From an optimization exercise on the open Yosys and OpenROAD flow, aimed at small area; shortcuts taken in it are not production practice. No functional check of the RTL was part of this run. No activity file was given, so power comes from the tool's default toggle rates.

**design/flow/run.sh**
```bash
#!/bin/bash
# synth_recipe.tcl (not shown) runs the flow's synth.tcl, then flattens the netlist and writes it again
# the make line also repeats each setting of config.mk as NAME=value (left out here)
make -C /OpenROAD-flow-scripts/flow DESIGN_CONFIG=/design/flow/config.mk WORK_HOME=/design/flow/orfs CLKGATE_MAP_FILE= SYNTH_SCRIPT=/design/flow/synth_recipe.tcl finish
```
**design/flow/config.mk**
```make
export PLATFORM = sky130hd
export DESIGN_NAME = mtm_Alu
export DESIGN_NICKNAME = mtm_Alu
export VERILOG_FILES = /design/flow/design.v
export SDC_FILE = /design/flow/constraint.sdc
export NUM_CORES = 4
export LEC_CHECK = 0
export CAP_MARGIN = 20
export CORE_MARGIN = 2
export CORE_UTILIZATION = 40
export SLEW_MARGIN = 20
```
**design/flow/constraint.sdc**
```tcl
create_clock -name core_clock -period 8.0 [get_ports {clk}]
set_input_delay 1.6000 -clock core_clock [delete_from_list [all_inputs] [get_ports {clk}]]
set_output_delay 1.6000 -clock core_clock [all_outputs]
set_load 0.01 [all_outputs]
```
**design/flow/design.v**
```verilog
`timescale 1ns/1ps
module mtm_Alu (
    input  wire clk,    
    input  wire rst_n,  
    input  wire sin,    
    output reg  sout    
);
localparam [1:0] RX = 2'd0, CP = 2'd1, TX = 2'd2;
reg  [1:0]  ph;      
reg  [3:0]  bc;      
reg  [3:0]  fc;      
reg  [64:0] r;       
reg         up;      
reg         sd;      
reg         dly;     
reg         t;       
reg  [3:0]  crc;     
reg         op2, op1, op0;
reg  [1:0]  kind;    
reg         cf;      
reg         ov, z, n;
wire rx = (ph == RX);
wire cp = (ph == CP);
wire tx = (ph == TX);
wire pay    = (bc >= 4'd2) && (bc <= 4'd9);    
wire push   = rx && !t && (((bc == 4'd2) && !up) || ((bc >= 4'd3) && (bc <= 4'd9)) ||
                           ((bc == 4'd10) && dly));
wire step   = cp && !up;
wire txsh   = tx && pay && (fc != 4'd4);
wire a   = r[0];
wire b   = r[32];
wire c   = op2 ? (a ^ b ^ cf) : (op0 ? (a | b) : (a & b));
wire cfn = op2 & (((a ^ op0) & b) | (((a ^ op0) | b) & cf));
wire [2:0] j = bc[2:0] - 3'd2;
reg  ebit, fbit;
always @* begin
    case (kind)
        2'd1:    ebit = 8'b11001001 >> (3'd7 - j);
        2'd2:    ebit = 8'b10010011 >> (3'd7 - j);
        default: ebit = 8'b10100101 >> (3'd7 - j);
    endcase
    case (j)
        3'd0:    fbit = 1'b0;
        3'd1:    fbit = cf;
        3'd2:    fbit = ov;
        3'd3:    fbit = z;
        3'd4:    fbit = n;
        default: fbit = crc[2];
    endcase
end
wire tbit = (fc != 4'd4) ? r[31] : ((kind == 2'd0) ? fbit : ebit);
wire cd  = tx ? tbit : ((t && bc == 4'd2) ? 1'b1 : sin);
wire cfb = cd ^ (tx ? crc[2] : crc[3]);
always @(posedge clk) begin
    sd <= sin;
    if (push || txsh || (!step && !up)) begin
        r  <= {r[63:0], dly ? sd : sin};
        up <= !(push || txsh);
    end else begin
        r  <= {1'b1, r[64:33], step ? c : r[32], r[31:1]};
        up <= 1'b0;
    end
    if (rx && pay) crc <= {crc[2:0], 1'b0} ^ {2'b00, cfb, cfb};
    if (tx && pay) crc <= {crc[2:0], 1'b0} ^ {2'b00, cfb, cfb};
    case (ph)
    RX: begin
        sout <= 1'b1;
        cf   <= 1'b0;
        z    <= 1'b1;
        dly  <= (bc == 4'd2) ? up : (dly && bc >= 4'd3);
        if (bc == 4'd1) t <= sin;
        if (t && bc == 4'd3) op2 <= sin;
        if (t && bc == 4'd4) op1 <= sin;
        if (t && bc == 4'd5) op0 <= sin;
        if (bc == 4'd0) begin
            if (!sin) bc <= 4'd1;
        end else if (bc != 4'd10) begin
            bc <= bc + 4'd1;
        end else begin
            bc <= 4'd0;
            if (!t && fc != 4'd8) begin
                fc <= fc + 4'd1;
            end else if (t && fc == 4'd8 && !op1 && crc == 4'd0) begin
                ph   <= CP;
                fc   <= 4'd0;
                kind <= 2'd0;
            end else begin
                ph   <= TX;
                fc   <= 4'd4;
                kind <= (!t || fc != 4'd8) ? 2'd1 : op1 ? 2'd2 : 2'd3;
            end
        end
    end
    CP: begin
        sout <= 1'b1;
        if (step) begin
            cf <= cfn;
            ov <= cf ^ cfn;
            z  <= z & !c;
            n  <= c;
            {fc[0], bc} <= {fc[0], bc} + 5'd1;
            if (fc[0] && bc == 4'd15) begin
                ph <= TX;
                fc <= 4'd0;
                bc <= 4'd0;
            end
        end
    end
    default: begin
        sout <= (bc == 4'd0) ? 1'b0 : (bc == 4'd1) ? (fc == 4'd4) : pay ? tbit : 1'b1;
        if (fc == 4'd4 && bc == 4'd10) begin
            ph  <= RX;
            bc  <= 4'd0;
            fc  <= 4'd0;
            crc <= 4'd0;
        end else if (bc == 4'd11) begin
            bc <= 4'd0;
            fc <= fc + 4'd1;
        end else begin
            bc <= bc + 4'd1;
        end
    end
    endcase
    if (!rst_n) begin
        ph   <= RX;
        bc   <= 4'd0;
        fc   <= 4'd0;
        up   <= 1'b0;
        crc  <= 4'd0;
        sout <= 1'b1;
    end
end
endmodule
```
==> out/metrics.cfg <==
[run_status]
status = finished clean

[final_layout]
final.fill_count = 968
syn_to_final_growth_pct = 7.69
regArea_um2 = 1970
multi_input_area_um2 = 1950
fin_nets = 385
n_antenna_cell = 0
drive_above_1_share_pct = 9.14

[yosys]
synth_area_per_cell_um2 = 11.1
synthCells = 367
synth_most_common_cell = dfxtp_1
yosysTopAreaCell = dfxtp_1
synth_common_cells = dfxtp_1 (82), mux2_1 (54), nor2_1 (23)
yosysWarnings = 1
synthTopCellsByArea = dfxtp_1 (40%), mux2_1 (15%), edfxtp_1 (8.1%)
synth-edff-count = 11
syn_area_um2 = 4070
ys_seq_elements = 93
synth-seq-area-share_pct = 48.5
synth_fp_nets = 385
synth_flop_cell = dfxtp_1
async_flop_share_pct = 0
ys_types = 56
synth_top_area_share_pct = 40.4

[timing]
tightest_slew_ns = 0.776
finalMaxSlewViolations = 0
fmax_ghz = 0.319
rsz0062_at_grt = no
post-route-period-util_pct = 39.1
hold_viol = 0
finalSetupViolations = 0
slew_headroom_pct = 48.3
hold_slack_ns = 0.456
period_needed_ns = 3.13
tns_ns = 0
skew_ns = 0.0186

[cts]
numCtsBuffers = 9
clock_sinks = 93
cts_max_level = 3
ctsRootBufferMaster = clkbuf_8
cts_buffer_depth = 2
postCtsSetupRepairBufs = 0
insertion_delay_ns = 0.37
cts_hold_buf = 0
clk_pin_slew_ns = 0.11
post_cts_resize_count = 0
tritoncts = yes

[routing]
wl_um = 7270
vias = 2659
drt-pass1-iter-count = 4
initialDrtViolationCount = 171
drtAntennaViolNets = 0
via_per_inst = 5.27
drc = 0
detail_route.wl_per_cell_um = 14.4

[floorplan]
rows = 36
die_height_um = 105
die_x_um = 105
initial_core_util_pct = 41.4
ios = 4
die_area_um2 = 11000
core_area_um2 = 9820

[flow_run]
maxCapViolations = 0

[min_path]
hold_class = flop to flop

[worst_setup_path]
arrival_ns = 3.39
critPathMaxFanout = 65
crit_required_ns = 8.25
critPathLaunchType = flop
worst-setup-path-type = flop to flop
endpoint_kind = flop

[global_routing]
gr-total-overflow = 0
grt_max_degree = 66
grt_pass1_vias = 2518
grt_pass1_wl_um = 12200
antenna_found_initial = 0
grt_use_total_pct = 14.0

[power]
power_leakage_nw = 1.81
vdd_drop_max_mv = 0.161
power_density_nw_per_um2 = 249

[placement]
place.port_buffers = 3
finalWeightedCongestion = 0.822
dp_hpwl_um = 5010

[metrics by stage]
step	setup WS, ns	total power, mW	std cells	utilization, %	instance area (µm²)
floorplan	5.40	0.758	367	-	4070
global placement	4.78	0.791	489	42.6	4190
detailed placement	4.73	0.802	489	42.6	4190
CTS	4.84	1.11	505	44.6	4380
global route	4.58	1.15	505	44.6	4380
finish	4.87	1.09	505	44.6	4380
[where the power goes]
group | internal (mW) | switching (mW) | total, mW
clock | 0.120 | 0.182 | 0.303
sequential | 0.561 | 0.0484 | 0.610
combinational | 0.0934 | 0.0857 | 0.179
[layout make-up]
type	instances	area share [%]
Clock inverter	7	1.60
Clock buffer	9	2.83
Multi-Input combinational cell	243	44.5
Sequential cell	93	45.0
Timing Repair Buffer	4	0.857
Tap cell	133	3.80
Inverter	16	1.37
[final timing paths]
path              slack, ns          endpoint               start  cells past startpoint
setup reg to reg       4.87     r[44]$_DFF_P_  bc[1]$_SDFFE_PN0P_                      9
setup / recovery       4.87     r[44]$_DFF_P_  bc[1]$_SDFFE_PN0P_                      9
hold reg to reg        0.46  r[64]$_SDFF_PP1_       r[63]$_DFF_P_                      1
hold / removal         0.46  r[64]$_SDFF_PP1_       r[63]$_DFF_P_                      1
[state kept, by name, summed over array words and instances, names as in the netlist]
register,cells
crc,4
bc,4
dly,1
cf,1
t,1
op2,1
fc,4
op1,1
sout,1
n,1
op0,1
r,65
ph,2
sd,1
ov,1
kind,2
z,1
up,1
[kinds of logic after synthesis]
family	after synthesis	synth area share, %
AO/OA/AOI/OAI	61	10.0
adder cells (fa/ha/maj)	16	4.86
XOR/XNOR	7	1.51
multiplexers	70	19.2
flip-flops	93	48.5
buffers and inverters	31	3.75
AND/OR/NAND/NOR	89	12.2
[layer usage]
metal | global-route usage, % | vias up | share of wire (%) | routed length [µm]
met5 | 0 | - | 0 | 0
met2 | 20.8 | 59 | 44 | 3220
met3 | 2.81 | 13 | 4.6 | 333
li1 | - | 1319 | - | -
met4 | 7.24 | 0 | 2.1 | 151
met1 | 19.2 | 1268 | 49 | 3560
[placed cells by master, fill, tap and decap left out, types with 2 or more instances in the layout]
cell type / instances
a211oi_1: 2
a21oi_1: 21
a221oi_2: 2
a22oi_1: 2
a31oi_1: 5
and3_1: 4
and3b_1: 4
and4b_1: 3
clkbuf_8: 9
clkdlybuf4s50_1: 3
clkinv_4: 3
dfxtp_1: 82
edfxtp_1: 11
ha_1: 15
inv_1: 16
mux2_1: 54
mux2_2: 11
mux2i_1: 5
nand2_1: 16
nand2b_1: 4
nand3_1: 7
nor2_1: 22
nor2b_1: 4
nor3_1: 9
nor4_1: 3
o211a_1: 2
o211ai_1: 2
o21ai_0: 10
o21ai_1: 3
o21bai_1: 2
xnor2_1: 3
xor2_1: 4
[critical path, cell delays in order (launching register included)]
cell	delay (ns)
dfxtp_1	0.53
inv_1	0.17
ha_1	0.32
o21bai_1	0.35
a22oi_1	0.15
o21ai_1	0.15
a21oi_1	0.15
nor2_4	0.14
buf_4	0.61
mux2_2	0.41

==> afterwards: timing with drivers on the ports <==
In the flow no input, the clock included, has a driving cell. The finished layout below was timed again as built, in two steps.
Step 1 (the two cells are an assumption about what drives the block):
set clk [get_ports {clk}]
set_driving_cell -lib_cell sky130_fd_sc_hd__clkbuf_16 $clk
set_driving_cell -lib_cell sky130_fd_sc_hd__buf_2 [delete_from_list [all_inputs] $clk]
Step 2 also shifts input and output timing later by t, the mid clock arrival at the registers, as if the neighbouring blocks saw the same clock.
Three values: ideal ports, drivers, drivers and shift; two values: the first two.
t, ns: 0.398
setup WS [ns]: 4.869 / 4.869 / 4.709
hold slack, ns: 0.456 / 0.456 / 0.456
worst setup path at the end: input to register
worst data-port slew with drivers (ns): 0.04
After both steps setup and hold are still met in this run. For this run, drivers alone change the setup slack by 0.000 ns; drivers and shift together by -0.160 ns.
